What follows belongs to an exercise in optimizing a design on an open flow for small area, a short achievable clock period and few clock cycles; a production flow would make more cautious choices. Only simulation tests tie the RTL to the original design; equivalence was not proved. Power is estimated from default activity; no workload was simulated.

$ cat flow/config.mk
export PLATFORM = sky130hd
export DESIGN_NAME = LASER
export DESIGN_NICKNAME = LASER
export VERILOG_FILES = /design/flow/design.v
export SDC_FILE = /design/flow/constraint.sdc
export NUM_CORES = 4
export LEC_CHECK = 0
export CAP_MARGIN = 20
export CORE_MARGIN = 2
export CORE_UTILIZATION = 55
export PLACE_DENSITY = 0.65
export SLEW_MARGIN = 20
$ cat flow/constraint.sdc
create_clock -name core_clock -period 10.0 [get_ports {CLK}]
set_input_delay 2.0000 -clock core_clock [delete_from_list [all_inputs] [get_ports {CLK}]]
set_output_delay 2.0000 -clock core_clock [all_outputs]
set_load 0.01 [all_outputs]
$ cat flow/design.v
module LASER (
    input CLK,
    input RST,
    input [3:0] X,
    input [3:0] Y,
    output reg [3:0] C1X,
    output reg [3:0] C1Y,
    output reg [3:0] C2X,
    output reg [3:0] C2Y,
    output reg DONE
);
localparam S_LOAD = 3'd0, S_ISSUE = 3'd1, S_W1 = 3'd2, S_W2 = 3'd3,
           S_FIN = 3'd4, S_MEMO = 3'd5, S_DONE = 3'd6, S_W3 = 3'd7;
reg [2:0] st;
reg [5:0] lcnt;
reg [3:0] rcy;           
reg       p1;            
reg       rA;            
reg       selR;          
reg       ls;
reg [3:0] px [0:39];
reg [3:0] py [0:39];
reg       inc [0:39];    
reg [2:0] wc [0:39];     
reg [3:0] bx, by;        
reg [5:0] mr;            
reg [5:0] circ;          
wire [3:0] refx = ls ? C1X : C2X;
wire [3:0] refy = ls ? C1Y : C2Y;
integer i, k;
genvar g, u;
wire [39:0] inc_new;
wire [39:0] inc_d;
generate
    for (g = 0; g < 40; g = g + 1) begin : ID
        assign inc_d[g] = (st == S_LOAD) ? 1'b0 : (m_R ? inc_new[(g+1)%40] : inc[(g+1)%40]);
    end
endgenerate
wire [3:0] w_cy = selR ? by : rcy;
function [2:0] rowcls(input [3:0] y, input [3:0] cy);
    reg [4:0] d;
    begin
        d = {1'b0, y} - {1'b0, cy};
        case (d)
            5'd0: rowcls = 3'b111;
            5'd1, 5'd2, 5'd30, 5'd31: rowcls = 3'b110;
            5'd3, 5'd29: rowcls = 3'b100;
            5'd4, 5'd28: rowcls = 3'b001;
            default: rowcls = 3'b000;
        endcase
    end
endfunction
reg        m_v, m_R, m_mode15, m_first;
reg [10:0] m_valid, m_selh;
reg [3:0]  m_cy;
function [11:0] winpat(input [1:0] l, input a0, input a2, input a3, input a4);
    integer kk, ll, dd;
    reg [11:0] r [0:3];
    begin
        for (ll = 0; ll < 4; ll = ll + 1)
            for (kk = 0; kk < 12; kk = kk + 1) begin
                dd = kk - 4 - ll;
                if (dd < 0) dd = -dd;
                r[ll][kk] = (dd == 0) ? a0 : (dd <= 2) ? a2 : (dd == 3) ? a3 : (dd == 4) ? a4 : 1'b0;
            end
        winpat = r[l];
    end
endfunction
function covbit(input [11:0] P, input [3:0] H, input integer c);
    integer h;
    begin
        covbit = 1'b0;
        for (h = 0; h < 4; h = h + 1)
            if (c - 4*h + 4 >= 0 && c - 4*h + 4 < 12) covbit = covbit | (H[h] & P[c - 4*h + 4]);
    end
endfunction
wire [10:0] mask [0:39];
wire [19:0] colA [0:10];
wire [19:0] colB [0:10];
generate
    for (g = 0; g < 40; g = g + 1) begin : PT
        wire a0 = wc[g][2] | wc[g][0];
        wire a2 = wc[g][2];
        wire a3 = wc[g][1];
        wire a4 = wc[g][1] & wc[g][0];
        wire [11:0] P = winpat(px[g][1:0], a0, a2, a3, a4);
        wire [3:0] H = 4'd1 << px[g][3:2];
        for (u = 0; u < 11; u = u + 1) begin : UN
            if (u < 2) begin : M2
                assign mask[g][u] = m_mode15 ? covbit(P, H, 15 - u) : covbit(P, H, 13 - u);
            end else begin : M1
                assign mask[g][u] = covbit(P, H, 13 - u);
            end
            if (g < 20) begin : CA assign colA[u][g] = mask[g][u]; end
            else begin : CB assign colB[u][g-20] = mask[g][u]; end
        end
        assign inc_new[g] = |(mask[g] & m_selh);
    end
endgenerate
wire [4:0] pa [0:10];
wire [4:0] pb [0:10];
generate
    for (u = 0; u < 11; u = u + 1) begin : PC
        pc20 upa (.v(colA[u]), .s(pa[u]));
        pc20 upb (.v(colB[u]), .s(pb[u]));
    end
endgenerate
wire [10:0] m_isref;
generate
    for (u = 0; u < 11; u = u + 1) begin : RF
        wire [3:0] cxu = m_mode15 ? (4'd15 - u) : (4'd13 - u);
        assign m_isref[u] = (cxu == refx) && (m_cy == refy);
    end
endgenerate
reg [4:0]  ca [0:10];
reg [4:0]  cb [0:10];
reg        s_v, s_R, s_mode15, s_first;
reg [10:0] s_valid, s_nonref;
reg [3:0]  s_cy;
function [10:0] join2(input [10:0] a, input [10:0] b);
    begin
        if (b[10:5] > a[10:5]) join2 = b;
        else if (b[10:5] == a[10:5]) join2 = {a[10:5], b[0] ? b[4:1] : a[4:1], a[0] | b[0]};
        else join2 = a;
    end
endfunction
wire [10:0] leaf [0:10];
generate
    for (u = 0; u < 11; u = u + 1) begin : LF
        wire [5:0] cnt = ca[u] + cb[u];
        assign leaf[u] = {s_valid[u] ? cnt : 6'd0, u[3:0], s_valid[u] & s_nonref[u]};
    end
endgenerate
wire [10:0] g0 = join2(join2(leaf[0], leaf[1]), join2(leaf[2], leaf[3]));
wire [10:0] g1 = join2(join2(leaf[4], leaf[5]), join2(leaf[6], leaf[7]));
wire [10:0] g2 = join2(join2(leaf[8], leaf[9]), leaf[10]);
reg [10:0] t0, t1, t2;
reg        t_v, t_R, t_mode15, t_first;
reg [3:0]  t_cy;
wire [10:0] row = join2(join2(t0, t1), t2);
wire [5:0] m_row = row[10:5];
wire [3:0] lidx = row[4:1];
wire       hasL = row[0];
wire rowgt = m_row > mr;
wire roweq = m_row == mr;
wire [3:0] lx = (t_mode15 ? 4'd15 : 4'd13) - lidx;
reg [5:0] last, mb;
reg       improve;
reg [1:0] np;            
wire fin   = (st == S_FIN) || (st == S_MEMO);
wire memo  = (st == S_MEMO);
wire [3:0] vx = ls ? C2X : C1X;      
wire [3:0] vy = ls ? C2Y : C1Y;
wire [3:0] ox = memo ? vx : bx;
wire [3:0] oy = memo ? vy : by;
wire [5:0] om = memo ? mb : mr + circ;
wire stop = (last == om) && !improve;
wire hit  = (np == 2'd2) && (ox == vx) && (oy == vy);
always @(posedge CLK or posedge RST) begin
    if (RST) begin
        st <= S_LOAD;
        lcnt <= 6'd0;
        DONE <= 1'b0;
        m_v <= 1'b0;
        s_v <= 1'b0;
        t_v <= 1'b0;
        m_R <= 1'b0;
        s_R <= 1'b0;
        t_R <= 1'b0;
        selR <= 1'b0;
    end else begin
        DONE <= 1'b0;
        m_v <= (st == S_ISSUE);
        s_v <= m_v;
        t_v <= s_v;
        m_R <= selR;
        s_R <= m_R;
        t_R <= s_R;
        selR <= (st == S_W3);
        case (st)
            S_LOAD: begin
                lcnt <= lcnt + 6'd1;
                if (lcnt == 6'd39) st <= S_ISSUE;
            end
            S_ISSUE: if (rcy == 4'd12 && !rA) st <= S_W1;
            S_W1: st <= S_W2;
            S_W2: st <= S_W3;
            S_W3: st <= S_FIN;
            S_FIN, S_MEMO: begin
                if (stop) begin
                    st <= S_DONE;
                    DONE <= 1'b1;
                end else if (hit) st <= S_MEMO;
                else if (st == S_FIN) st <= S_ISSUE;
            end
            S_DONE: begin
                st <= S_LOAD;
                lcnt <= 6'd0;
            end
            default: st <= S_LOAD;
        endcase
    end
end
always @(posedge CLK) begin
    for (i = 0; i < 40; i = i + 1) begin
        px[i] <= (i == 39) ? ((st == S_LOAD) ? X : px[0]) : px[i+1];
        py[i] <= (i == 39) ? ((st == S_LOAD) ? Y : py[0]) : py[i+1];
        inc[i] <= inc_d[i];
        wc[i] <= (selR || !inc_d[i]) ? rowcls(py[(i+1)%40], w_cy) : 3'b000;
    end
    if (st == S_LOAD) begin
        rcy <= 4'd0;
        rA <= 1'b1;
        p1 <= 1'b1;
    end else if (st == S_ISSUE) begin
        if (rA) rA <= 1'b0;
        else rcy <= rcy + 4'd1;
    end else if (st == S_FIN) begin
        rcy <= 4'd2;
        p1 <= 1'b0;
    end
    m_mode15 <= selR ? (bx > 4'd13) : rA;
    m_selh <= 11'd1 << ((bx > 4'd13) ? 4'd15 - bx : 4'd13 - bx);
    m_first <= rA || (!p1 && rcy == 4'd2);
    m_valid <= rA ? 11'b00000000011 : (!p1 && rcy == 4'd2) ? 11'b11111111110 : 11'b11111111111;
    m_cy <= rcy;
    for (i = 0; i < 11; i = i + 1) begin
        ca[i] <= pa[i];
        cb[i] <= pb[i];
    end
    s_mode15 <= m_mode15;
    s_first <= m_first;
    s_valid <= m_R ? m_selh : m_valid;
    s_nonref <= ~m_isref;
    s_cy <= m_cy;
    t0 <= g0; t1 <= g1; t2 <= g2;
    t_mode15 <= s_mode15;
    t_first <= s_first;
    t_cy <= s_cy;
    if (t_v) begin
        if (t_first || rowgt) begin
            mr <= m_row;
            bx <= hasL ? lx : refx;
            by <= hasL ? t_cy : refy;
        end else if (roweq && hasL) begin
            bx <= lx;
            by <= t_cy;
        end
    end
    if (st == S_LOAD) begin
        C1X <= 4'd0; C1Y <= 4'd0; C2X <= 4'd0; C2Y <= 4'd0;
        ls <= 1'b0;
        last <= 6'd0;
        improve <= 1'b1;
        np <= 2'd0;
        circ <= 6'd0;
    end else begin
        if (t_R) circ <= m_row;
        if (fin) begin
            ls <= ~ls;
            if (!ls) begin C1X <= ox; C1Y <= oy; end
            else begin C2X <= ox; C2Y <= oy; end
            mb <= last;
            if (np != 2'd2) np <= np + 2'd1;
            if (last == om) begin
                if (improve) improve <= 1'b0;
            end else last <= om;
        end
    end
end
endmodule
module pc20(input [19:0] v, output [4:0] s);
  wire t1;
  wire t2;
  wire t3;
  wire t4;
  wire t5;
  wire t6;
  wire t7;
  wire t8;
  wire t9;
  wire t10;
  wire t11;
  wire t12;
  wire t13;
  wire t14;
  wire t15;
  wire t16;
  wire t17;
  wire t18;
  wire t19;
  wire t20;
  wire t21;
  wire t22;
  wire t23;
  wire t24;
  wire t25;
  wire t26;
  wire t27;
  wire t28;
  assign t1 = v[0] ^ v[1] ^ v[2];
  assign t2 = (v[0] & v[1]) | (v[0] & v[2]) | (v[1] & v[2]);
  assign t3 = v[3] ^ v[4] ^ v[5];
  assign t4 = (v[3] & v[4]) | (v[3] & v[5]) | (v[4] & v[5]);
  assign t5 = v[6] ^ v[7] ^ v[8];
  assign t6 = (v[6] & v[7]) | (v[6] & v[8]) | (v[7] & v[8]);
  assign t7 = v[9] ^ v[10] ^ v[11];
  assign t8 = (v[9] & v[10]) | (v[9] & v[11]) | (v[10] & v[11]);
  assign t9 = v[12] ^ v[13] ^ v[14];
  assign t10 = (v[12] & v[13]) | (v[12] & v[14]) | (v[13] & v[14]);
  assign t11 = v[15] ^ v[16] ^ v[17];
  assign t12 = (v[15] & v[16]) | (v[15] & v[17]) | (v[16] & v[17]);
  assign t13 = t1 ^ t3 ^ t5;
  assign t14 = (t1 & t3) | (t1 & t5) | (t3 & t5);
  assign t15 = t7 ^ t9 ^ t11;
  assign t16 = (t7 & t9) | (t7 & t11) | (t9 & t11);
  assign t17 = t2 ^ t4 ^ t6;
  assign t18 = (t2 & t4) | (t2 & t6) | (t4 & t6);
  assign t19 = t8 ^ t10 ^ t12;
  assign t20 = (t8 & t10) | (t8 & t12) | (t10 & t12);
  assign t21 = t13 ^ t15 ^ v[18];
  assign t22 = (t13 & t15) | (t13 & v[18]) | (t15 & v[18]);
  assign t23 = t14 ^ t16 ^ t17;
  assign t24 = (t14 & t16) | (t14 & t17) | (t16 & t17);
  assign t25 = t22 ^ t23 ^ t19;
  assign t26 = (t22 & t23) | (t22 & t19) | (t23 & t19);
  assign t27 = t24 ^ t18 ^ t20;
  assign t28 = (t24 & t18) | (t24 & t20) | (t18 & t20);
  assign s = {1'b0,t28,t26,t25,t21} + {1'b0,1'b0,t27,1'b0,v[19]};
endmodule
$ cat flow/run.sh
#!/bin/bash
# synth_recipe.tcl (not shown) runs the flow's synth.tcl, then flattens the netlist and writes it again
# the make line also repeats each setting of config.mk as NAME=value (left out here)
make -C /OpenROAD-flow-scripts/flow DESIGN_CONFIG=/design/flow/config.mk WORK_HOME=/design/flow/orfs CLKGATE_MAP_FILE= SYNTH_SCRIPT=/design/flow/synth_recipe.tcl finish
==> reports/qor.csv, run 1 <==
stage,metric,value,unit
global_route,grt_pass1_vias,60563,
clock_tree,clockRootBuffer,clkbuf_16,
sta,setup_viol,0,
synth,synth_compound_area_frac,0.271,
synth,synth_edf_count,20,
routing,routed_wl,256000,µm
power,ir_worst_vdd,0.372,mV
floorplan,rows,130,
global_route,grt_max_degree,49,
global_route,grtUsageTotal,0.383,
clock_tree,post-cts-setup-buffers,0,
clock_tree,htreeDepth,3,
clock_tree,cts_buffer_depth,3,
sta,hold_viol_final,0,
global_route,grt_pass1_wl,383000,µm
synth,yosys.area_share.adder,0.169,
layout,syn2layout_area_growth,5.08,%
placed_design,pre_cts_ws,4.50,ns
worst_setup_path,end_kind,flip-flop,
routing,top_layer,met5,
power,cellLeakagePower,29.7,nW
layout,final_nets,8995,
global_route,antenna_found_initial,15,
synth,synthMuxAreaShare,0.0224,
placed_design,port_buffers,26,
clock_tree,cts_tree,built,
sta,rsz0062_at_grt,no,
routing,wl_met1,111000,µm
layout,final_common_cell,dfxtp_1,
worst_setup_path,worstPathArrival,6.12,ns
synth,yosys_register_bits,745,
sta,period_share,0.563,
synth,yosysSeqAreaShare,0.219,
floorplan,coreArea,125000,µm²
routing,drc_errors,0,
floorplan,dieArea,129000,µm²
outcome,status,no timing/DRC/antenna violations,
synth,syn_inst,8725,
sta,min_period,5.63,ns
worst_setup_path,startpoint_type,flip-flop,
synth,yosysTopAreaCellShare,0.204,
synth,synth.distinct_cells,114,
sta,setup_tns,0,ns
clock_tree,cts_resized,0,
routing,detail_route.wl_per_cell,25.7,µm
layout,postLayoutCellArea,72900,µm²
layout,final_cell_mix,"698 x dfxtp_1, 678 x inv_1, 657 x nand2_1, 591 x a21oi_1, 540 x o21ai_0",
power,power_density,246,nW/µm²
placed_design,placed_area,69500,µm²
routing,dr.pass1.iters,9,
sta,max_freq,178,MHz
min_path,hp-class,reg2reg,
floorplan,die_h,359,µm
routing,wl_met3,27700,µm
synth,synthFlopType,dfxtp_1,
global_route,grt_remaining_overflow,0,
routing,vias,67088,
floorplan,io-pin-count,27,
worst_setup_path,crit_type,reg2reg,
routing,ant_nets,0,
layout,finalNonFillerCells,9996,
synth,synth_xor_area_frac,0.0235,
worst_setup_path,r2r_slack,4.37,ns
clock_tree,clk_pin_slew,0.06,ns
sta,finClkSkew,0.0511,ns
layout,final_util,0.581,
routing,drtIter0Drc,10271,
synth,syn_area,69400,µm²
synth,ys.warnings.count,93,
synth,syn-num-nets,9455,
clock_tree,postCtsHoldBufs,0,
sta,final-max-slew-violation-count,0,
routing,drt-vias-per-instance,6.71,
worst_setup_path,critPathRequiredTime,10.49,ns
sta,relSlewSlack,0.278,
floorplan,initial_core_util,0.553,
sta,timing.hold.ws,0.326,ns
synth,synthTopCellsByArea,"dfxtp_1 20%, fa_1 10%, ha_1 6.5%",
synth,synth_top_family_by_area,compound AO/OA/AOI/OAI gates,
synth,yosysTopAreaCell,dfxtp_1,
worst_setup_path,crit_fanout,12,
floorplan,die_w,359,µm
sta,worst_pin_slew,1.08,ns
routing,dr_wl_met2,105000,µm
synth,avgSynthCellArea,7.95,µm²
clock_tree,clk_latency,0.75,ns
synth,synthSimpleGateAreaFrac,0.218,
sta,layout_setup_ws,4.37,ns
layout,drive_gt1_frac,0.0540,
clock_tree,numClockSinks,745,
placed_design,dp.cells,9822,
job,maxCapViolCount,0,
power,finalPower,17.9,mW
placed_design,gp_congestion,1.03,
clock_tree,cts_buffers,91,
placed_design,hpwl,184000,µm
synth,synthArstFlopShare,0.0228,
[state kept, by name, summed over array words and instances (netlist names), 6 cells and up]
name / count
ca: 55
cb: 55
circ: 6
inc: 40
last: 6
lcnt: 6
m_selh: 11
mb: 6
mr: 6
px: 160
py: 160
s_nonref: 11
s_valid: 11
t0: 9
t1: 9
t2: 9
wc: 120
[power by group]
part           total, mW  switching, mW  internal (mW)  leakage [nW]
sequential          4.21          0.656           3.56          6.30
combinational       10.0           6.26           3.76          21.8
clock               3.67           1.50           2.17          1.63
total               17.9           8.41           9.49          29.7
[cell families after synthesis]
logic type	after synthesis
AOI/OAI and AO/OA	2753
xor gates and xnor gates	186
adders and majority gates	720
buffers and inverters	1340
DFF	745
muxes	150
and+or+nand+nor	2831
[cells in the mapped netlist (all sizes together), types with 40 or more instances]
cell type and number:
a2111oi 44, a211oi 99, a21boi 57, a21o 169
a21oi 592, a221oi 74, a22oi 76, a31oi 138
a32oi 47, and2 88, and3 109, and3b 78
buf 221, clkbuf 416, dfxtp 708, fa 360
ha 360, inv 684, mux2 40, mux2i 110
nand2 660, nand2b 203, nand3 245, nand3b 57
nand4 96, nor2 509, nor2b 231, nor3 177
nor3b 99, o2111ai 40, o211ai 93, o21a 107
o21ai 551, o221ai 53, o22ai 89, o31ai 57
or2 47, or3 52, xnor2 118, xor2 68
[worst max-delay path: stages, from the launching register on]
cell and delay (ns):
dfxtp_1 0.32, inv_1 0.04, ha_1 0.28, o21ai_0 0.16, a21oi_1 0.07, o41ai_1 0.54, nor2_1 0.34, mux2i_1 0.30
ha_1 0.28, or2_2 0.27, a21oi_1 0.15, a21oi_1 0.07, nand2_1 0.31, a21oi_1 0.20, ha_1 0.33, nor2b_1 0.12
o21a_1 0.12, o21a_1 0.10, o21ai_0 0.07, a221oi_1 0.53, nand2_1 0.39, mux2_2 0.37
[layer usage]
| metal | global-route usage | vias up |
|---|---|---|
| met4 | 0.176 | 8 |
| met1 | 0.553 | 31933 |
| met3 | 0.0795 | 688 |
| met2 | 0.545 | 3742 |
| met5 | 0 | - |
| li1 | - | 30717 |
[layout make-up]
type / instances / area [µm²]
antenna: 5 / 12.5
clock buffer: 125 / 2670
clock inverter: 44 / 669
fill: 11523 / 52500
inverter: 703 / 2640
multi-input combinational: 6640 / 48900
sequential: 745 / 15200
tap: 1650 / 2060
timing repair buffer: 84 / 696
[worst paths after layout]
kind | from | to | depth (start not counted)
worst min-delay path | s_cy[3]$_DFF_P_ | t_cy[3]$_DFF_P_ | 0
min in group asynchronous | RST | lcnt[3]$_DFFE_PP0P_ | 2
worst min register to register | s_cy[3]$_DFF_P_ | t_cy[3]$_DFF_P_ | 0
max in group asynchronous | RST | m_R$_DFF_PP0_ | 2
worst max register to register | t0[7]$_DFF_P_ | by[1]$_DFFE_PP_ | 21
worst max-delay path | t0[7]$_DFF_P_ | by[1]$_DFFE_PP_ | 21
Testbench counts, summed over its fixed seeds: cycles 10,373.
==> run 2, diff against run 1 <==
--- a/flow/design.v
+++ b/flow/design.v
@@ -119,10 +119,13 @@
 reg [3:0]  s_cy;
-function [10:0] join2(input [10:0] a, input [10:0] b);
+function gt6(input [5:0] x, input [5:0] y);
+    integer i;
+    reg c;
     begin
-        if (b[10:5] > a[10:5]) join2 = b;
-        else if (b[10:5] == a[10:5]) join2 = {a[10:5], b[0] ? b[4:1] : a[4:1], a[0] | b[0]};
-        else join2 = a;
+        c = 1'b0;
+        for (i = 0; i < 6; i = i + 1) c = (x[i] & ~y[i]) | (x[i] & c) | (~y[i] & c);
+        gt6 = c;
     end
 endfunction
-wire [10:0] leaf [0:10];
+wire [5:0] lm [0:10];    
+wire [10:0] lh;          
 generate
@@ -130,8 +133,23 @@
         wire [5:0] cnt = ca[u] + cb[u];
-        assign leaf[u] = {s_valid[u] ? cnt : 6'd0, u[3:0], s_valid[u] & s_nonref[u]};
+        assign lm[u] = s_valid[u] ? cnt : 6'd0;
+        assign lh[u] = s_valid[u] & s_nonref[u];
     end
 endgenerate
-wire [10:0] g0 = join2(join2(leaf[0], leaf[1]), join2(leaf[2], leaf[3]));
-wire [10:0] g1 = join2(join2(leaf[4], leaf[5]), join2(leaf[6], leaf[7]));
-wire [10:0] g2 = join2(join2(leaf[8], leaf[9]), leaf[10]);
+reg [10:0] gs [0:2];
+reg [10:0] win;
+integer q, r, gi;
+always @(*) begin
+    for (gi = 0; gi < 3; gi = gi + 1) begin
+        for (q = 4*gi; q < 4*gi + 4 && q < 11; q = q + 1) begin
+            win[q] = 1'b1;
+            for (r = 4*gi; r < 4*gi + 4 && r < 11; r = r + 1)
+                if (r != q) win[q] = win[q] & !gt6(lm[r], lm[q]);
+        end
+        gs[gi] = 11'd0;
+        for (q = 4*gi; q < 4*gi + 4 && q < 11; q = q + 1) begin
+            if (win[q]) gs[gi][10:5] = gs[gi][10:5] | lm[q];
+            if (win[q] & lh[q]) begin gs[gi][4:1] = q; gs[gi][0] = 1'b1; end
+        end
+    end
+end
 reg [10:0] t0, t1, t2;
@@ -139,8 +157,17 @@
 reg [3:0]  t_cy;
-wire [10:0] row = join2(join2(t0, t1), t2);
-wire [5:0] m_row = row[10:5];
-wire [3:0] lidx = row[4:1];
-wire       hasL = row[0];
-wire rowgt = m_row > mr;
-wire roweq = m_row == mr;
+wire [5:0] m0 = t0[10:5], m1 = t1[10:5], m2 = t2[10:5];
+wire g10 = gt6(m1, m0), g01 = gt6(m0, m1);
+wire g20 = gt6(m2, m0), g02 = gt6(m0, m2);
+wire g21 = gt6(m2, m1), g12 = gt6(m1, m2);
+wire w0 = !g10 && !g20;
+wire w1 = !g01 && !g21;
+wire w2 = !g02 && !g12;
+wire [5:0] m_row = (w0 ? m0 : 6'd0) | (w1 ? m1 : 6'd0) | (w2 ? m2 : 6'd0);
+wire h0 = w0 && t0[0], h1 = w1 && t1[0], h2 = w2 && t2[0];
+wire hasL = h0 || h1 || h2;
+wire [3:0] lidx = h2 ? t2[4:1] : h1 ? t1[4:1] : t0[4:1];
+wire x0 = gt6(m0, mr), x1 = gt6(m1, mr), x2 = gt6(m2, mr);
+wire y0 = gt6(mr, m0), y1 = gt6(mr, m1), y2 = gt6(mr, m2);
+wire rowgt = x0 || x1 || x2;
+wire roweq = !rowgt && (!y0 || !y1 || !y2);
 wire [3:0] lx = (t_mode15 ? 4'd15 : 4'd13) - lidx;
@@ -156,3 +183,3 @@
 wire [5:0] om = memo ? mb : mr + circ;
-wire stop = (last == om) && !improve;
+wire stop = (last == om) && !improve;    
 wire hit  = (np == 2'd2) && (ox == vx) && (oy == vy);
@@ -189,3 +216,3 @@
             S_FIN, S_MEMO: begin
-                if (stop) begin
+                if (stop || (hit && (last == om))) begin
                     st <= S_DONE;
@@ -235,3 +262,3 @@
     s_cy <= m_cy;
-    t0 <= g0; t1 <= g1; t2 <= g2;
+    t0 <= gs[0]; t1 <= gs[1]; t2 <= gs[2];
     t_mode15 <= s_mode15;
==> reports/qor.csv, run 2 <==
stage,metric,value,unit,change
sta,period_share,0.508,,-0.0551
synth,post-synth-top-count-cell,dfxtp_1,,
global_route,grt_max_degree,45,,-8.2%
sta,max_freq,197,MHz,+11%
placed_design,hpwl,159000,µm,-14%
layout,final_cell_mix,"705 x dfxtp_1, 703 x inv_1, 653 x a21oi_1, 617 x nor2_1, 576 x o21ai_0",,
min_path,hp-class,reg2reg,,
global_route,antenna_found_initial,2,,-13
clock_tree,cts_buffers,87,,-4.4%
synth,ys.warnings.count,95,,+2.2%
sta,setup_tns,0,ns,unchanged
synth,synthFlopType,dfxtp_1,,
synth,synthTopCellsByArea,"dfxtp_1 22%, fa_1 11%, ha_1 5.8%",,
floorplan,coreArea,115000,µm²,-8.6%
synth,yosysTopAreaCell,dfxtp_1,,
sta,worst_pin_slew,1.10,ns,+0.0195 ns
synth,synth_edf_count,20,,unchanged
routing,drc_errors,0,,unchanged
sta,finClkSkew,0.0283,ns,-0.0228 ns
power,power_density,238,nW/µm²,-3.0%
worst_setup_path,startpoint,m_mode15$_DFF_P_,,
layout,drive_gt1_frac,0.0468,,-0.00718
sta,rsz0062_at_grt,no,,
floorplan,die_w,345,µm,-4.0%
worst_setup_path,end_kind,flip-flop,,
routing,dr.pass1.iters,7,,-2
synth,yosys_register_bits,745,,unchanged
layout,syn2layout_area_growth,5.50,%,
worst_setup_path,critPathRequiredTime,10.63,ns,+0.14 ns
placed_design,gp_congestion,1.05,,+2.4%
power,ir_worst_vdd,0.169,mV,-55%
synth,synthArstFlopShare,0.0228,,unchanged
sta,setup_viol,0,,unchanged
clock_tree,cts_resized,0,,unchanged
layout,final_nets,8375,,-6.9%
layout,final_common_cell,dfxtp_1,,
synth,syn_area,63800,µm²,-8.0%
clock_tree,clk_pin_slew,0.07,ns,about the same
job,maxCapViolCount,0,,unchanged
clock_tree,post-cts-setup-buffers,0,,unchanged
routing,vias,59932,,-11%
sta,final-max-slew-violation-count,0,,unchanged
routing,routed_wl,217000,µm,-16%
synth,syn-num-nets,8741,,-7.6%
worst_setup_path,startpoint_type,flip-flop,,
clock_tree,htreeDepth,3,,unchanged
worst_setup_path,crit_type,reg2reg,,
synth,yosysSeqAreaShare,0.238,,+0.0191
layout,final_util,0.587,,+0.00597
clock_tree,cts_tree,built,,
routing,detail_route.wl_per_cell,23.3,µm,-9.2%
routing,drt-vias-per-instance,6.45,,-3.9%
placed_design,port_buffers,26,,unchanged
clock_tree,clockRootBuffer,clkbuf_16,,
global_route,grtUsageTotal,0.357,,-0.0267
floorplan,dieArea,119000,µm²,-7.9%
min_path,worstHoldStart,s_cy[1]$_DFF_P_,,
global_route,grt_remaining_overflow,0,,unchanged
synth,synth.distinct_cells,104,,-8.8%
routing,drtIter0Drc,7045,,-31%
clock_tree,numClockSinks,745,,unchanged
sta,min_period,5.08,ns,-0.551 ns
clock_tree,postCtsHoldBufs,0,,unchanged
outcome,status,no timing/DRC/antenna violations,,
synth,yosysTopAreaCellShare,0.222,,+0.0178
floorplan,die_h,345,µm,-4.0%
worst_setup_path,r2r_start,m_mode15$_DFF_P_,,
clock_tree,cts_buffer_depth,3,,unchanged
worst_setup_path,worstPathArrival,5.71,ns,-0.41 ns
clock_tree,clk_latency,0.71,ns,-0.04 ns
global_route,grt_pass1_wl,329000,µm,-14%
floorplan,initial_core_util,0.557,,+0.00347
synth,syn_inst,8077,,-7.4%
floorplan,io-pin-count,27,,unchanged
power,cellLeakagePower,28.0,nW,-5.9%
synth,synth_common_cells,"708 x dfxtp_1, 706 x inv_1, 653 x a21oi_1",,
floorplan,rows,124,,-4.6%
global_route,grt_pass1_vias,54254,,-10%
routing,ant_nets,0,,unchanged
synth,avgSynthCellArea,7.90,µm²,-0.62%
sta,hold_viol_final,0,,unchanged
sta,relSlewSlack,0.255,,-0.0236
layout,reg.largest.list,"px: 160 flops, py: 160 flops, wc: 120 flops",,
worst_setup_path,crit_fanout,38,,+26
==> run 2: changes by cell type in the layout (fill, tap and decap cells not counted), sizes merged, moves of 50 or more <==
cell	before	now
nor2	509	619
nand4	96	42
ha	360	294
a211oi	99	38
nand3	245	184
nand2	660	575
a31oi	138	188
a21oi	592	653
nor3b	99	29
==> run 2: logic make-up (layout without fill, tap and decap cells) <==
group / after synthesis / after routing / synth area share
AOI/OAI and AO/OA: 2597 / 2597 / 0.268
xor gates and xnor gates: 174 / 174 / 0.0239
adders and majority gates: 687 / 687 / 0.176
buffers and inverters: 1240 / 945 / 0.0736
DFF: 745 / 745 / 0.238
muxes: 165 / 165 / 0.0272
other: 0 / 1 / 0
and+or+nand+nor: 2469 / 2469 / 0.194
==> run 2: path summary, 6_finish.rpt <==
check | to | slack [ns] | cells past startpoint
worst min-delay path | t_cy[1]$_DFF_P_ | 0.33 | 0
worst max-delay path | ca[1][3]$_DFF_P_ | 4.92 | 12
max in group asynchronous | m_R$_DFF_PP0_ | 7.73 | 2
worst max register to register | ca[1][3]$_DFF_P_ | 4.92 | 12
worst min register to register | t_cy[1]$_DFF_P_ | 0.33 | 0
min in group asynchronous | DONE$_DFF_PP0_ | 1.74 | 2
==> run 2: report_power, final <==
part | switching [mW] | internal (mW) | total [mW]
logic | 5.31 | 3.28 | 8.58
clock network | 1.42 | 1.93 | 3.35
registers | 0.651 | 3.45 | 4.10
==> run 2: area by class of cell <==
class | count | area (µm²)
antenna | 1 | 2.50
fill | 10480 | 47300
sequential | 745 | 15200
clock buffer | 113 | 2400
clock inverter | 47 | 578
tap | 1512 | 1890
inverter | 719 | 2700
multi-input combinational | 6092 | 44000
timing repair buffer | 66 | 561
==> run 2: per-stage QoR <==
stage	total power [mW]	hold slack [ns]	cell area (µm²)	setup slack [ns]	std cells
CTS	15.8	0.321	67300	5.06	9294
detailed placement	12.4	0.312	64300	5.07	9134
finish	16.0	0.326	67300	4.92	9295
global route	16.9	0.322	67300	4.79	9294
global placement	12.3	0.310	64300	5.10	9134
floorplan	9.74	0.310	63800	2.89	8077
==> run 2: worst max-delay path, stage by stage (launching register included) <==
cell	delay, ns
dfxtp_4	0.34
inv_2	0.60
buf_4	0.67
mux2_2	0.41
nand2_1	0.11
fa_1	0.51
fa_1	0.52
fa_1	0.46
fa_1	0.54
inv_1	0.04
ha_1	0.33
a31oi_1	0.22
xor2_1	0.15
==> run 2: per-layer routing <==
| layer | routed length, µm | up-vias | global-route usage |
|---|---|---|---|
| met5 | 0 | - | 0 |
| met4 | 11000 | 0 | 0.159 |
| met3 | 23600 | 511 | 0.0835 |
| met2 | 88400 | 3153 | 0.511 |
| met1 | 93600 | 28178 | 0.508 |
| li1 | - | 28090 | - |
Testbench counts of run 2, summed over its fixed seeds: cycles 10,268.
==> run 3, diff against run 2 <==
--- a/flow/design.v
+++ b/flow/design.v
@@ -23,3 +23,3 @@
 reg       inc [0:39];    
-reg [2:0] wc [0:39];     
+reg [3:0] wc [0:39];     
 reg [3:0] bx, by;        
@@ -33,2 +33,9 @@
 wire [39:0] inc_d;
+wire [3:0] pyn [0:39];
+generate
+    for (g = 0; g < 40; g = g + 1) begin : PN
+        if (g == 39) begin : T assign pyn[g] = (st == S_LOAD) ? Y : py[0]; end
+        else begin : R assign pyn[g] = py[g+1]; end
+    end
+endgenerate
 generate
@@ -38,12 +45,13 @@
 endgenerate
-wire [3:0] w_cy = selR ? by : rcy;
+reg  [3:0] w_cy;         
+wire w_mode15 = selR ? (bx > 4'd13) : rA;
 function [2:0] rowcls(input [3:0] y, input [3:0] cy);
-    reg [4:0] d;
+    reg [4:0] e;
     begin
-        d = {1'b0, y} - {1'b0, cy};
-        case (d)
-            5'd0: rowcls = 3'b111;
-            5'd1, 5'd2, 5'd30, 5'd31: rowcls = 3'b110;
-            5'd3, 5'd29: rowcls = 3'b100;
-            5'd4, 5'd28: rowcls = 3'b001;
+        e = {1'b0, y} + {1'b0, ~cy};
+        case (e)
+            5'd15: rowcls = 3'b111;
+            5'd13, 5'd14, 5'd16, 5'd17: rowcls = 3'b110;
+            5'd12, 5'd18: rowcls = 3'b100;
+            5'd11, 5'd19: rowcls = 3'b001;
             default: rowcls = 3'b000;
@@ -55,23 +63,2 @@
 reg [3:0]  m_cy;
-function [11:0] winpat(input [1:0] l, input a0, input a2, input a3, input a4);
-    integer kk, ll, dd;
-    reg [11:0] r [0:3];
-    begin
-        for (ll = 0; ll < 4; ll = ll + 1)
-            for (kk = 0; kk < 12; kk = kk + 1) begin
-                dd = kk - 4 - ll;
-                if (dd < 0) dd = -dd;
-                r[ll][kk] = (dd == 0) ? a0 : (dd <= 2) ? a2 : (dd == 3) ? a3 : (dd == 4) ? a4 : 1'b0;
-            end
-        winpat = r[l];
-    end
-endfunction
-function covbit(input [11:0] P, input [3:0] H, input integer c);
-    integer h;
-    begin
-        covbit = 1'b0;
-        for (h = 0; h < 4; h = h + 1)
-            if (c - 4*h + 4 >= 0 && c - 4*h + 4 < 12) covbit = covbit | (H[h] & P[c - 4*h + 4]);
-    end
-endfunction
 wire [10:0] mask [0:39];
@@ -85,10 +72,29 @@
         wire a4 = wc[g][1] & wc[g][0];
-        wire [11:0] P = winpat(px[g][1:0], a0, a2, a3, a4);
+        wire [3:0] L = 4'd1 << px[g][1:0];
         wire [3:0] H = 4'd1 << px[g][3:2];
+        wire [11:0] P;
+        assign P[0] = (L[0] & a4);
+        assign P[1] = (L[0] & a3) | (L[1] & a4);
+        assign P[2] = (L[0] & a2) | (L[1] & a3) | (L[2] & a4);
+        assign P[3] = (L[0] & a2) | (L[1] & a2) | (L[2] & a3) | (L[3] & a4);
+        assign P[4] = (L[0] & a0) | (L[1] & a2) | (L[2] & a2) | (L[3] & a3);
+        assign P[5] = (L[0] & a2) | (L[1] & a0) | (L[2] & a2) | (L[3] & a2);
+        assign P[6] = (L[0] & a2) | (L[1] & a2) | (L[2] & a0) | (L[3] & a2);
+        assign P[7] = (L[0] & a3) | (L[1] & a2) | (L[2] & a2) | (L[3] & a0);
+        assign P[8] = (L[0] & a4) | (L[1] & a3) | (L[2] & a2) | (L[3] & a2);
+        assign P[9] = (L[1] & a4) | (L[2] & a3) | (L[3] & a2);
+        assign P[10] = (L[2] & a4) | (L[3] & a3);
+        assign P[11] = (L[3] & a4);
+        assign mask[g][0] = wc[g][3] ? ((H[2] & P[11]) | (H[3] & P[7])) : ((H[2] & P[9]) | (H[3] & P[5]));
+        assign mask[g][1] = wc[g][3] ? ((H[2] & P[10]) | (H[3] & P[6])) : ((H[2] & P[8]) | (H[3] & P[4]));
+        assign mask[g][2] = (H[1] & P[11]) | (H[2] & P[7]) | (H[3] & P[3]);
+        assign mask[g][3] = (H[1] & P[10]) | (H[2] & P[6]) | (H[3] & P[2]);
+        assign mask[g][4] = (H[1] & P[9]) | (H[2] & P[5]) | (H[3] & P[1]);
+        assign mask[g][5] = (H[1] & P[8]) | (H[2] & P[4]) | (H[3] & P[0]);
+        assign mask[g][6] = (H[0] & P[11]) | (H[1] & P[7]) | (H[2] & P[3]);
+        assign mask[g][7] = (H[0] & P[10]) | (H[1] & P[6]) | (H[2] & P[2]);
+        assign mask[g][8] = (H[0] & P[9]) | (H[1] & P[5]) | (H[2] & P[1]);
+        assign mask[g][9] = (H[0] & P[8]) | (H[1] & P[4]) | (H[2] & P[0]);
+        assign mask[g][10] = (H[0] & P[7]) | (H[1] & P[3]);
         for (u = 0; u < 11; u = u + 1) begin : UN
-            if (u < 2) begin : M2
-                assign mask[g][u] = m_mode15 ? covbit(P, H, 15 - u) : covbit(P, H, 13 - u);
-            end else begin : M1
-                assign mask[g][u] = covbit(P, H, 13 - u);
-            end
             if (g < 20) begin : CA assign colA[u][g] = mask[g][u]; end
@@ -173,2 +179,11 @@
 wire [3:0] lx = (t_mode15 ? 4'd15 : 4'd13) - lidx;
+wire take_new = t_v && (t_first || rowgt);
+wire take_eq  = t_v && !(t_first || rowgt) && roweq && hasL;
+wire [3:0] bx_next = take_new ? (hasL ? lx : refx) : take_eq ? lx : bx;
+wire [3:0] by_next = take_new ? (hasL ? t_cy : refy) : take_eq ? t_cy : by;
+reg spec_ok_r;
+wire spec_ok_next = (bx_next == bx) && (by_next == by);
+wire [3:0] rcy_next = (st == S_LOAD) ? 4'd0 :
+                      (st == S_ISSUE) ? (rA ? rcy : rcy + 4'd1) :
+                      (st == S_FIN) ? (spec_ok_r ? 4'd3 : 4'd2) : rcy;
 reg [5:0] last, mb;
@@ -199,3 +214,4 @@
         DONE <= 1'b0;
-        m_v <= (st == S_ISSUE);
+        m_v <= (st == S_ISSUE) || ((st == S_LOAD) && (lcnt == 6'd39)) ||
+               ((st == S_FIN) && spec_ok_r && !(stop || hit));
         s_v <= m_v;
@@ -205,3 +221,3 @@
         t_R <= s_R;
-        selR <= (st == S_W3);
+        selR <= (st == S_W2) || ((st == S_W3) && !spec_ok_next);
         case (st)
@@ -235,20 +251,19 @@
         inc[i] <= inc_d[i];
-        wc[i] <= (selR || !inc_d[i]) ? rowcls(py[(i+1)%40], w_cy) : 3'b000;
+        wc[i][2:0] <= (selR || !inc_d[i]) ? rowcls(pyn[i], w_cy) : 3'b000;
+        wc[i][3] <= w_mode15 && (selR || !inc_d[i]) && (rowcls(pyn[i], w_cy) != 3'b000);
     end
+    rcy <= rcy_next;
     if (st == S_LOAD) begin
-        rcy <= 4'd0;
-        rA <= 1'b1;
+        rA <= (lcnt != 6'd39);
         p1 <= 1'b1;
-    end else if (st == S_ISSUE) begin
-        if (rA) rA <= 1'b0;
-        else rcy <= rcy + 4'd1;
+    end else if (st == S_DONE) begin
+        rA <= 1'b1;
     end else if (st == S_FIN) begin
-        rcy <= 4'd2;
         p1 <= 1'b0;
     end
-    m_mode15 <= selR ? (bx > 4'd13) : rA;
+    m_mode15 <= w_mode15;
     m_selh <= 11'd1 << ((bx > 4'd13) ? 4'd15 - bx : 4'd13 - bx);
-    m_first <= rA || (!p1 && rcy == 4'd2);
-    m_valid <= rA ? 11'b00000000011 : (!p1 && rcy == 4'd2) ? 11'b11111111110 : 11'b11111111111;
-    m_cy <= rcy;
+    m_first <= (st == S_FIN) || rA || (!p1 && rcy == 4'd2);
+    m_valid <= rA ? 11'b00000000011 : ((st == S_FIN) || (!p1 && rcy == 4'd2)) ? 11'b11111111110 : 11'b11111111111;
+    m_cy <= (st == S_FIN) ? 4'd2 : rcy;
     for (i = 0; i < 11; i = i + 1) begin
@@ -266,12 +281,7 @@
     t_cy <= s_cy;
-    if (t_v) begin
-        if (t_first || rowgt) begin
-            mr <= m_row;
-            bx <= hasL ? lx : refx;
-            by <= hasL ? t_cy : refy;
-        end else if (roweq && hasL) begin
-            bx <= lx;
-            by <= t_cy;
-        end
-    end
+    if (t_v && (t_first || rowgt)) mr <= m_row;
+    bx <= bx_next;
+    by <= by_next;
+    w_cy <= (st == S_W2) ? by_next : (st == S_W3) ? (spec_ok_next ? 4'd2 : by_next) : rcy_next;
+    if (st == S_W3) spec_ok_r <= spec_ok_next;
     if (st == S_LOAD) begin
--- a/flow/config.mk
+++ b/flow/config.mk
@@ -9,4 +9,4 @@
 export CORE_MARGIN = 2
-export CORE_UTILIZATION = 55
-export PLACE_DENSITY = 0.65
+export CORE_UTILIZATION = 65
+export PLACE_DENSITY = 0.72
 export SLEW_MARGIN = 20
==> reports/qor.csv, run 3 <==
stage,metric,value,unit,change
sta,relSlewSlack,0.192,,-0.0622
floorplan,io-pin-count,27,,unchanged
routing,drc_errors,0,,unchanged
synth,syn-num-nets,8561,,-2.1%
worst_setup_path,reg2regPathDepth,13,,+1
layout,final_nets,8240,,-1.6%
min_path,hold_depth,0,,unchanged
worst_setup_path,worst_path_most_repeated_cell,fa_1,,
placed_design,gp_congestion,1.05,,-0.22%
sta,period_share,0.489,,-0.0192
job,maxCapViolCount,0,,unchanged
clock_tree,htreeDepth,3,,unchanged
layout,final_common_cell,nand2_1,,
floorplan,die_w,315,µm,-8.6%
layout,multi_input_area,42600,µm²,-3.1%
sta,rsz0062_at_grt,no,,
floorplan,rows,114,,-8.1%
synth,yosys_register_bits,790,,+6.0%
synth,synthArstFlopShare,0.0215,,-0.00130
synth,syn_inst,7897,,-2.2%
clock_tree,cts_resized,0,,unchanged
floorplan,coreArea,96300,µm²,-16%
sta,finClkSkew,0.0415,ns,+0.0133 ns
global_route,grt_pass1_vias,54032,,-0.41%
floorplan,dieArea,99200,µm²,-16%
min_path,worstHoldStart,s_cy[2]$_DFF_P_,,
synth,yosysSeqAreaShare,0.255,,+0.0169
worst_setup_path,crit_cells,13,,+1
clock_tree,clk_pin_slew,0.07,ns,about the same
clock_tree,numClockSinks,790,,+6.0%
clock_tree,cts_buffers,88,,+1.1%
worst_setup_path,end_kind,flip-flop,,
placed_design,port_buffers,26,,unchanged
clock_tree,clockRootBuffer,clkbuf_16,,
worst_setup_path,r2r_start,px[28][2]$_DFF_P_,,
floorplan,initial_core_util,0.653,,+0.0964
worst_setup_path,crit_path_top_delay_cell,dfxtp_1,,
sta,max_freq,205,MHz,+3.9%
global_route,grtUsageTotal,0.407,,+0.0505
floorplan,die_h,315,µm,-8.6%
layout,syn2layout_area_growth,5.49,%,about the same
synth,synthTopCellsByArea,"dfxtp_1 24%, fa_1 11%, ha_1 5.9%",,
sta,min_period,4.89,ns,-0.192 ns
power,power_density,240,nW/µm²,+0.69%
worst_setup_path,path_delay_family,adder cells,,
clock_tree,cts_tree,built,,
clock_tree,clk_latency,0.72,ns,about the same
global_route,grt_max_degree,50,,+11%
routing,dr.pass1.iters,9,,+2
synth,syn_area,62900,µm²,-1.5%
synth,synthFlopType,dfxtp_1,,
worst_setup_path,crit_fanout,20,,-47%
clock_tree,postCtsHoldBufs,0,,unchanged
worst_setup_path,worstPathCellList,clkinv_1 -> a211oi_1 -> a21oi_1 -> o21ai_0 -> o32a_1 -> fa_1 -> fa_1 -> fa_1 -> fa_1 -> inv_1 -> ha_1 -> a31oi_1 -> xor2_1,,
routing,ant_nets,0,,unchanged
synth,post-synth-top-count-cell,nand2_1,,
routing,detail_route.wl_per_cell,23.3,µm,-0.12%
sta,layout_setup_ws,5.11,ns,+0.192 ns
sta,setup_viol,0,,unchanged
worst_setup_path,worst-path-buf-inv,2,,-1
power,intPower,8.84,mW,+2.1%
routing,vias,58922,,-1.7%
outcome,status,no timing/DRC/antenna violations,,
synth,synth_edf_count,14,,-30%
sta,worst_pin_slew,1.20,ns,+0.0980 ns
global_route,antenna_found_initial,7,,+5
worst_setup_path,startpoint_type,flip-flop,,
power,sw_frac_of_total,0.444,,-0.0160
synth,synth_common_cells,"800 x nand2_1, 759 x dfxtp_1, 656 x a21oi_1",,
routing,drt-vias-per-instance,6.60,,+2.4%
power,cellLeakagePower,27.1,nW,-3.0%
power,ir_worst_vdd,0.239,mV,+42%
power,power_switching,7.07,mW,-4.3%
min_path,hp-class,reg2reg,,
placed_design,hpwl,155000,µm,-2.5%
sta,setup_tns,0,ns,unchanged
clock_tree,post-cts-setup-buffers,0,,unchanged
layout,reg.largest.list,"px: 160 flops, py: 160 flops, wc: 160 flops",,
routing,drtIter0Drc,8100,,+15%
placed_design,pre_cts_ws,5.29,ns,+0.215 ns
sta,final-max-slew-violation-count,0,,unchanged
synth,yosysTopAreaCell,dfxtp_1,,
clock_tree,cts_buffer_depth,3,,unchanged
synth,avgSynthCellArea,7.96,µm²,+0.77%
worst_setup_path,startpoint,px[28][2]$_DFF_P_,,
layout,final_cell_mix,"800 x nand2_1, 758 x dfxtp_1, 656 x a21oi_1, 625 x inv_1, 613 x o21ai_0",,
sta,hold_viol_final,0,,unchanged
layout,drive_gt1_frac,0.0458,,-0.00101
worst_setup_path,worstPathArrival,5.50,ns,-0.21 ns
synth,ys.warnings.count,15,,-84%
routing,routed_wl,208000,µm,-4.1%
power,clock_power_share,0.215,,+0.006
power,combPwrFrac,0.517,,-0.018
worst_setup_path,crit_type,reg2reg,,
layout,register_area,16000,µm²,+5.5%
global_route,grt_pass1_wl,313000,µm,-4.8%
worst_setup_path,cpPeakStageDelay,0.72,ns,+0.05 ns
layout,fillers,7917,,-24%
worst_setup_path,critPathRequiredTime,10.62,ns,about the same
power,pwr-share-seq,0.268,,+0.012
synth,yosysTopAreaCellShare,0.242,,+0.0196
synth,synth.distinct_cells,101,,-2.9%
global_route,grt_remaining_overflow,0,,unchanged
[run 3: layer usage]
metal	global-route usage	up-vias	share of wire
met5	0	-	0.00027
met4	0.218	2	0.058
met3	0.118	638	0.12
met2	0.583	3291	0.41
met1	0.553	27644	0.41
li1	-	27347	-
[run 3: final timing paths]
kind	endpoint	slack (ns)
max	cb[9][3]$_DFF_P_	5.11
max reg2reg	cb[9][3]$_DFF_P_	5.11
min in group asynchronous	st[1]$_DFFE_PP0P_	1.76
max in group asynchronous	selR$_DFF_PP0_	7.68
min	t_cy[2]$_DFF_P_	0.33
min reg2reg	t_cy[2]$_DFF_P_	0.33
[run 3: logic make-up after synthesis]
| logic type | share of synthesized area |
|---|---|
| AO/OA/AOI/OAI | 0.265 |
| XOR/XNOR | 0.0280 |
| adder cells (fa/ha/maj) | 0.186 |
| buffers and inverters | 0.0675 |
| flip-flops | 0.255 |
| multiplexers | 0.0211 |
| AND/OR/NAND/NOR | 0.177 |
[run 3: layout make-up]
cell class              count  area share
repair buffers             66     0.00875
well taps                1276      0.0241
flip-flops and latches    790       0.242
clock buffers             111      0.0368
diodes                      1   0.0000377
multi-input cells        5988       0.642
inverters                 642      0.0363
clock inverters            51     0.00962
[run 3: power by group through the flow]
stage,sequential [mW],clock (mW),combinational [mW]
6_report,4.26,3.43,8.22
5_1_grt,4.30,3.59,8.94
4_1_cts,4.22,3.46,7.98
3_5_place_dp,4.28,0,7.91
3_3_place_gp,4.28,0,7.77
2_1_floorplan,3.84,0,6.02
[run 3: stage by stage]
step,cells,power (mW),hold slack [ns],area (µm²),util
after detailed placement,8762,12.2,0.314,63200,0.657
after CTS,8924,15.7,0.327,66300,0.689
final,8925,15.9,0.326,66300,0.689
after floorplan,7897,9.86,0.310,62900,-
after global routing,8924,16.8,0.329,66300,0.689
after global placement,8761,12.0,0.311,63200,0.657
Testbench counts of run 3, summed over its fixed seeds: cycles 10,001.
==> run 4, diff against run 3 <==
--- a/flow/design.v
+++ b/flow/design.v
@@ -64,4 +64,6 @@
 wire [10:0] mask [0:39];
-wire [19:0] colA [0:10];
-wire [19:0] colB [0:10];
+wire [9:0] colA [0:10];
+wire [9:0] colB [0:10];
+wire [9:0] colC [0:10];
+wire [9:0] colD [0:10];
 generate
@@ -99,4 +101,6 @@
         for (u = 0; u < 11; u = u + 1) begin : UN
-            if (g < 20) begin : CA assign colA[u][g] = mask[g][u]; end
-            else begin : CB assign colB[u][g-20] = mask[g][u]; end
+            if (g < 10) begin : CA assign colA[u][g] = mask[g][u]; end
+            else if (g < 20) begin : CB assign colB[u][g-10] = mask[g][u]; end
+            else if (g < 30) begin : CC assign colC[u][g-20] = mask[g][u]; end
+            else begin : CD assign colD[u][g-30] = mask[g][u]; end
         end
@@ -105,8 +109,12 @@
 endgenerate
-wire [4:0] pa [0:10];
-wire [4:0] pb [0:10];
+wire [3:0] pa [0:10];
+wire [3:0] pb [0:10];
+wire [3:0] pc [0:10];
+wire [3:0] pd [0:10];
 generate
     for (u = 0; u < 11; u = u + 1) begin : PC
-        pc20 upa (.v(colA[u]), .s(pa[u]));
-        pc20 upb (.v(colB[u]), .s(pb[u]));
+        pc10 upa (.v(colA[u]), .s(pa[u]));
+        pc10 upb (.v(colB[u]), .s(pb[u]));
+        pc10 upc (.v(colC[u]), .s(pc[u]));
+        pc10 upd (.v(colD[u]), .s(pd[u]));
     end
@@ -120,4 +128,6 @@
 endgenerate
-reg [4:0]  ca [0:10];
-reg [4:0]  cb [0:10];
+reg [3:0]  ca [0:10];
+reg [3:0]  cb [0:10];
+reg [3:0]  cc [0:10];
+reg [3:0]  cd [0:10];
 reg        s_v, s_R, s_mode15, s_first;
@@ -138,3 +148,3 @@
     for (u = 0; u < 11; u = u + 1) begin : LF
-        wire [5:0] cnt = ca[u] + cb[u];
+        wire [5:0] cnt = ({1'b0, ca[u]} + {1'b0, cb[u]}) + ({1'b0, cc[u]} + {1'b0, cd[u]});
         assign lm[u] = s_valid[u] ? cnt : 6'd0;
@@ -271,2 +281,4 @@
         cb[i] <= pb[i];
+        cc[i] <= pc[i];
+        cd[i] <= pd[i];
     end
@@ -308,3 +320,3 @@
 endmodule
-module pc20(input [19:0] v, output [4:0] s);
+module pc10(input [9:0] v, output [3:0] s);
   wire t1;
@@ -319,20 +331,2 @@
   wire t10;
-  wire t11;
-  wire t12;
-  wire t13;
-  wire t14;
-  wire t15;
-  wire t16;
-  wire t17;
-  wire t18;
-  wire t19;
-  wire t20;
-  wire t21;
-  wire t22;
-  wire t23;
-  wire t24;
-  wire t25;
-  wire t26;
-  wire t27;
-  wire t28;
   assign t1 = v[0] ^ v[1] ^ v[2];
@@ -343,25 +337,7 @@
   assign t6 = (v[6] & v[7]) | (v[6] & v[8]) | (v[7] & v[8]);
-  assign t7 = v[9] ^ v[10] ^ v[11];
-  assign t8 = (v[9] & v[10]) | (v[9] & v[11]) | (v[10] & v[11]);
-  assign t9 = v[12] ^ v[13] ^ v[14];
-  assign t10 = (v[12] & v[13]) | (v[12] & v[14]) | (v[13] & v[14]);
-  assign t11 = v[15] ^ v[16] ^ v[17];
-  assign t12 = (v[15] & v[16]) | (v[15] & v[17]) | (v[16] & v[17]);
-  assign t13 = t1 ^ t3 ^ t5;
-  assign t14 = (t1 & t3) | (t1 & t5) | (t3 & t5);
-  assign t15 = t7 ^ t9 ^ t11;
-  assign t16 = (t7 & t9) | (t7 & t11) | (t9 & t11);
-  assign t17 = t2 ^ t4 ^ t6;
-  assign t18 = (t2 & t4) | (t2 & t6) | (t4 & t6);
-  assign t19 = t8 ^ t10 ^ t12;
-  assign t20 = (t8 & t10) | (t8 & t12) | (t10 & t12);
-  assign t21 = t13 ^ t15 ^ v[18];
-  assign t22 = (t13 & t15) | (t13 & v[18]) | (t15 & v[18]);
-  assign t23 = t14 ^ t16 ^ t17;
-  assign t24 = (t14 & t16) | (t14 & t17) | (t16 & t17);
-  assign t25 = t22 ^ t23 ^ t19;
-  assign t26 = (t22 & t23) | (t22 & t19) | (t23 & t19);
-  assign t27 = t24 ^ t18 ^ t20;
-  assign t28 = (t24 & t18) | (t24 & t20) | (t18 & t20);
-  assign s = {1'b0,t28,t26,t25,t21} + {1'b0,1'b0,t27,1'b0,v[19]};
+  assign t7 = t1 ^ t3 ^ t5;
+  assign t8 = (t1 & t3) | (t1 & t5) | (t3 & t5);
+  assign t9 = t2 ^ t4 ^ t6;
+  assign t10 = (t2 & t4) | (t2 & t6) | (t4 & t6);
+  assign s = {1'b0,t10,t8,t7} + {1'b0,1'b0,t9,v[9]};
 endmodule
==> reports/qor.csv, run 4 <==
stage,metric,value,unit,change
outcome,status,no timing/DRC/antenna violations,,
clock_tree,post-cts-setup-buffers,0,,unchanged
global_route,grtUsageTotal,0.400,,-0.00674
synth,synth.distinct_cells,95,,-5.9%
min_path,hp-class,reg2reg,,
clock_tree,clk_latency,0.72,ns,about the same
clock_tree,clk_pin_slew,0.06,ns,about the same
sta,rsz0062_at_grt,no,,
synth,yosysSeqAreaShare,0.264,,+0.00860
clock_tree,cts_resized,0,,unchanged
sta,relSlewSlack,0.198,,+0.00583
layout,final_nets,8640,,+4.9%
worst_setup_path,worstPathArrival,5.42,ns,-0.08 ns
clock_tree,htreeDepth,3,,unchanged
layout,multi_input_area,43600,µm²,+2.4%
layout,fillers,8220,,+3.8%
sta,hold_viol_final,0,,unchanged
power,power_density,281,nW/µm²,+17%
routing,vias,61085,,+3.7%
sta,period_share,0.482,,-0.00705
floorplan,rows,116,,+1.8%
floorplan,initial_core_util,0.656,,+0.00338
clock_tree,numClockSinks,856,,+8.4%
floorplan,die_w,322,µm,+2.3%
worst_setup_path,crit_fanout,7,,-65%
worst_setup_path,worst_path_most_repeated_cell,maj3_1,,
synth,yosys_register_bits,856,,+8.4%
sta,final-max-slew-violation-count,0,,unchanged
worst_setup_path,worstPathCellList,inv_1 -> fa_1 -> fa_1 -> inv_1 -> ha_1 -> and2_0 -> maj3_1 -> maj3_1 -> maj3_1 -> maj3_1 -> a21oi_1 -> o21ai_1 -> a21oi_1 -> nand2_1 -> a32o_1,,
routing,dr.pass1.iters,10,,+1
worst_setup_path,end_kind,flip-flop,,
worst_setup_path,cpPeakStageDelay,0.64,ns,-0.08 ns
synth,synth_common_cells,"825 x dfxtp_1, 792 x inv_1, 751 x nand2_1",,
sta,setup_viol,0,,unchanged
synth,ys.warnings.count,19,,+4
routing,drtIter0Drc,9052,,+12%
layout,final_common_cell,dfxtp_1,,
placed_design,hpwl,158000,µm,+1.7%
clock_tree,postCtsHoldBufs,0,,unchanged
synth,yosysTopAreaCellShare,0.251,,+0.00921
sta,timing.hold.ws,0.323,ns,-0.00289 ns
clock_tree,cts_tree,built,,
routing,drc_errors,0,,unchanged
placed_design,port_buffers,26,,unchanged
synth,synthFlopType,dfxtp_1,,
layout,final_cell_mix,"817 x dfxtp_1, 785 x inv_1, 751 x nand2_1, 710 x a21oi_1, 636 x o21ai_0",,
synth,syn_inst,8237,,+4.3%
synth,synthTopCellsByArea,"dfxtp_1 25%, fa_1 12%, ha_1 6.0%",,
layout,finalNonFillerCells,9363,,+4.9%
power,ir_worst_vdd,0.299,mV,+25%
layout,drive_gt1_frac,0.0371,,-0.00864
worst_setup_path,critPathRequiredTime,10.60,ns,-0.02 ns
job,maxCapViolCount,0,,unchanged
worst_setup_path,crit_type,reg2reg,,
global_route,grt_pass1_vias,56129,,+3.9%
worst_setup_path,startpoint_type,flip-flop,,
worst_setup_path,worst-path-buf-inv,2,,unchanged
global_route,grt_remaining_overflow,0,,unchanged
routing,ant_nets,0,,unchanged
synth,synth_edf_count,14,,unchanged
routing,routed_wl,212000,µm,+2.1%
worst_setup_path,path_delay_family,adder cells,,
sta,min_period,4.82,ns,-0.0705 ns
synth,avgSynthCellArea,7.99,µm²,+0.38%
layout,reg.largest.list,"px: 160 flops, py: 160 flops, wc: 160 flops",,
synth,synthArstFlopShare,0.0199,,-0.00166
routing,drt-vias-per-instance,6.52,,-1.2%
floorplan,coreArea,100000,µm²,+4.2%
sta,setup_tns,0,ns,unchanged
sta,worst_pin_slew,1.20,ns,+0.00260 ns
layout,syn2layout_area_growth,5.68,%,
global_route,antenna_found_initial,14,,+7
worst_setup_path,r2r_slack,5.18,ns,+0.07 ns
floorplan,io-pin-count,27,,unchanged
placed_design,dp.cells,9182,,+4.8%
synth,syn_area,65800,µm²,+4.7%
clock_tree,cts_buffers,94,,+6.8%
worst_setup_path,crit_path_top_delay_cell,a21oi_1,,
routing,detail_route.wl_per_cell,22.7,µm,-2.7%
sta,max_freq,208,MHz,+1.5%
power,cellLeakagePower,28.7,nW,+5.8%
synth,yosysTopAreaCell,dfxtp_1,,
global_route,grt_pass1_wl,324000,µm,+3.7%
synth,syn-num-nets,8956,,+4.6%
clock_tree,cts_buffer_depth,3,,unchanged
clock_tree,clockRootBuffer,clkbuf_16,,
floorplan,dieArea,104000,µm²,+4.6%
global_route,grt_max_degree,37,,-26%
synth,post-synth-top-count-cell,dfxtp_1,,
sta,finClkSkew,0.0362,ns,-0.00532 ns
floorplan,die_h,322,µm,+2.3%
layout,register_area,17400,µm²,+8.3%
placed_design,gp_congestion,1.04,,-1.2%
-- run 4: cell types whose count changed in the layout (fill, tap and decap cells not counted), sizes merged, moves of 33 or more --
cell	change
inv	+164
nor2b	+77
dfxtp	+66
o22a	-63
a21oi	+58
nand2	-50
a22oi	-47
a211oi	+36
o211ai	+34
fa	+33
o22ai	-33
-- run 4: power by group --
| group | total, mW | internal (mW) | switching [mW] |
|---|---|---|---|
| combinational | 11.3 | 4.69 | 6.66 |
| sequential | 4.55 | 3.93 | 0.623 |
| clock | 3.68 | 2.10 | 1.57 |
-- run 4: final timing paths --
path | startpoint | endpoint | cells after the start
worst max register to register | ca[0][1]$_DFF_P_ | t0[1]$_SDFF_PP1_ | 15
worst min-delay path | m_first$_DFF_P_ | s_first$_DFF_P_ | 0
max in group asynchronous | RST | m_R$_DFF_PP0_ | 2
min in group asynchronous | RST | selR$_DFF_PP0_ | 2
worst max-delay path | ca[0][1]$_DFF_P_ | t0[1]$_SDFF_PP1_ | 15
worst min register to register | m_first$_DFF_P_ | s_first$_DFF_P_ | 0
-- run 4: kinds of logic (layout without fill, tap and decap cells) --
group	after synthesis	after routing	synth area share
buffers and inverters	1287	1051	0.0737
AO/OA/AOI/OAI	2625	2625	0.255
other	0	5	0
flip-flops	856	856	0.264
adder cells (fa/ha/maj)	776	776	0.190
multiplexers	109	109	0.0170
AND/OR/NAND/NOR	2405	2405	0.177
XOR/XNOR	179	179	0.0238
-- run 4: through the flow --
stage / instance area [µm²] / util / power [mW] / setup WS [ns]
after global routing: 69600 / 0.694 / 20.8 / 4.93
final: 69600 / 0.694 / 19.6 / 5.18
after detailed placement: 66300 / 0.661 / 15.6 / 5.31
after global placement: 66300 / 0.661 / 15.4 / 5.38
after floorplan: 65800 / - / 12.7 / 4.75
after CTS: 69600 / 0.694 / 19.2 / 5.32
-- run 4: per-layer routing --
metal / GRT usage / share of wire / up-vias
met5: 0.00278 / 0.00040 / -
met4: 0.191 / 0.055 / 12
met3: 0.0928 / 0.11 / 638
met2: 0.602 / 0.43 / 3442
met1: 0.544 / 0.41 / 28713
li1: - / - / 28280
-- run 4: worst reg2reg max path, delay by kind of cell (launching register included) --
| kind | cells | cell delay (ns) |
|---|---|---|
| buffers and inverters | 2 | 0.09 |
| AO/OA/AOI/OAI | 4 | 1.15 |
| AND/OR/NAND/NOR | 2 | 0.39 |
| flip-flops | 1 | 0.32 |
| adder cells (fa/ha/maj) | 7 | 2.77 |
-- run 4: area by class of cell --
cell class                      instances  area share
Antenna cell                            5    0.000180
Clock inverter                         50     0.00870
Sequential cell                       856       0.250
Multi-Input combinational cell       6094       0.627
Clock buffer                          126      0.0382
Inverter                              811      0.0438
Tap cell                             1357      0.0244
Timing Repair Buffer                   64     0.00784
Testbench counts of run 4, summed over its fixed seeds: cycles 10,001.

-- separate check: timing with driven ports --
In the flow no input, the clock included, has a driving cell. The finished layouts below were timed again as built, in two steps. Step 1 assumes that a clkbuf_16 drives the clock port and a buf_2 every other input. Step 2 adds t to the input delays and takes it off the output delays; t is the mean of the earliest and latest rising clock arrival at the registers after step 1. Input paths then give back, and output paths get back, about the clock's delay inside the block. Slacks: no drivers / after step 1 / after step 2; pairs: no drivers / after step 1.
| run | t, ns | slack for setup (ns) | clock arrival spread, ns | worst data-port slew with drivers (ns) | cell pins on the clock port's net |
|---|---|---|---|---|---|
| run 1 | 0.805 | 4.369 / 4.369 / 4.369 | 0.059 / 0.059 | 0.04 | 1 |
| run 2 | 0.774 | 4.920 / 4.920 / 4.920 | 0.029 / 0.029 | 0.07 | 1 |
| run 3 | 0.775 | 5.112 / 5.112 / 5.112 | 0.042 / 0.042 | 0.07 | 1 |
| run 4 | 0.781 | 5.183 / 5.183 / 5.183 | 0.036 / 0.036 | 0.05 | 1 |
After both steps every run listed still meets setup and hold.
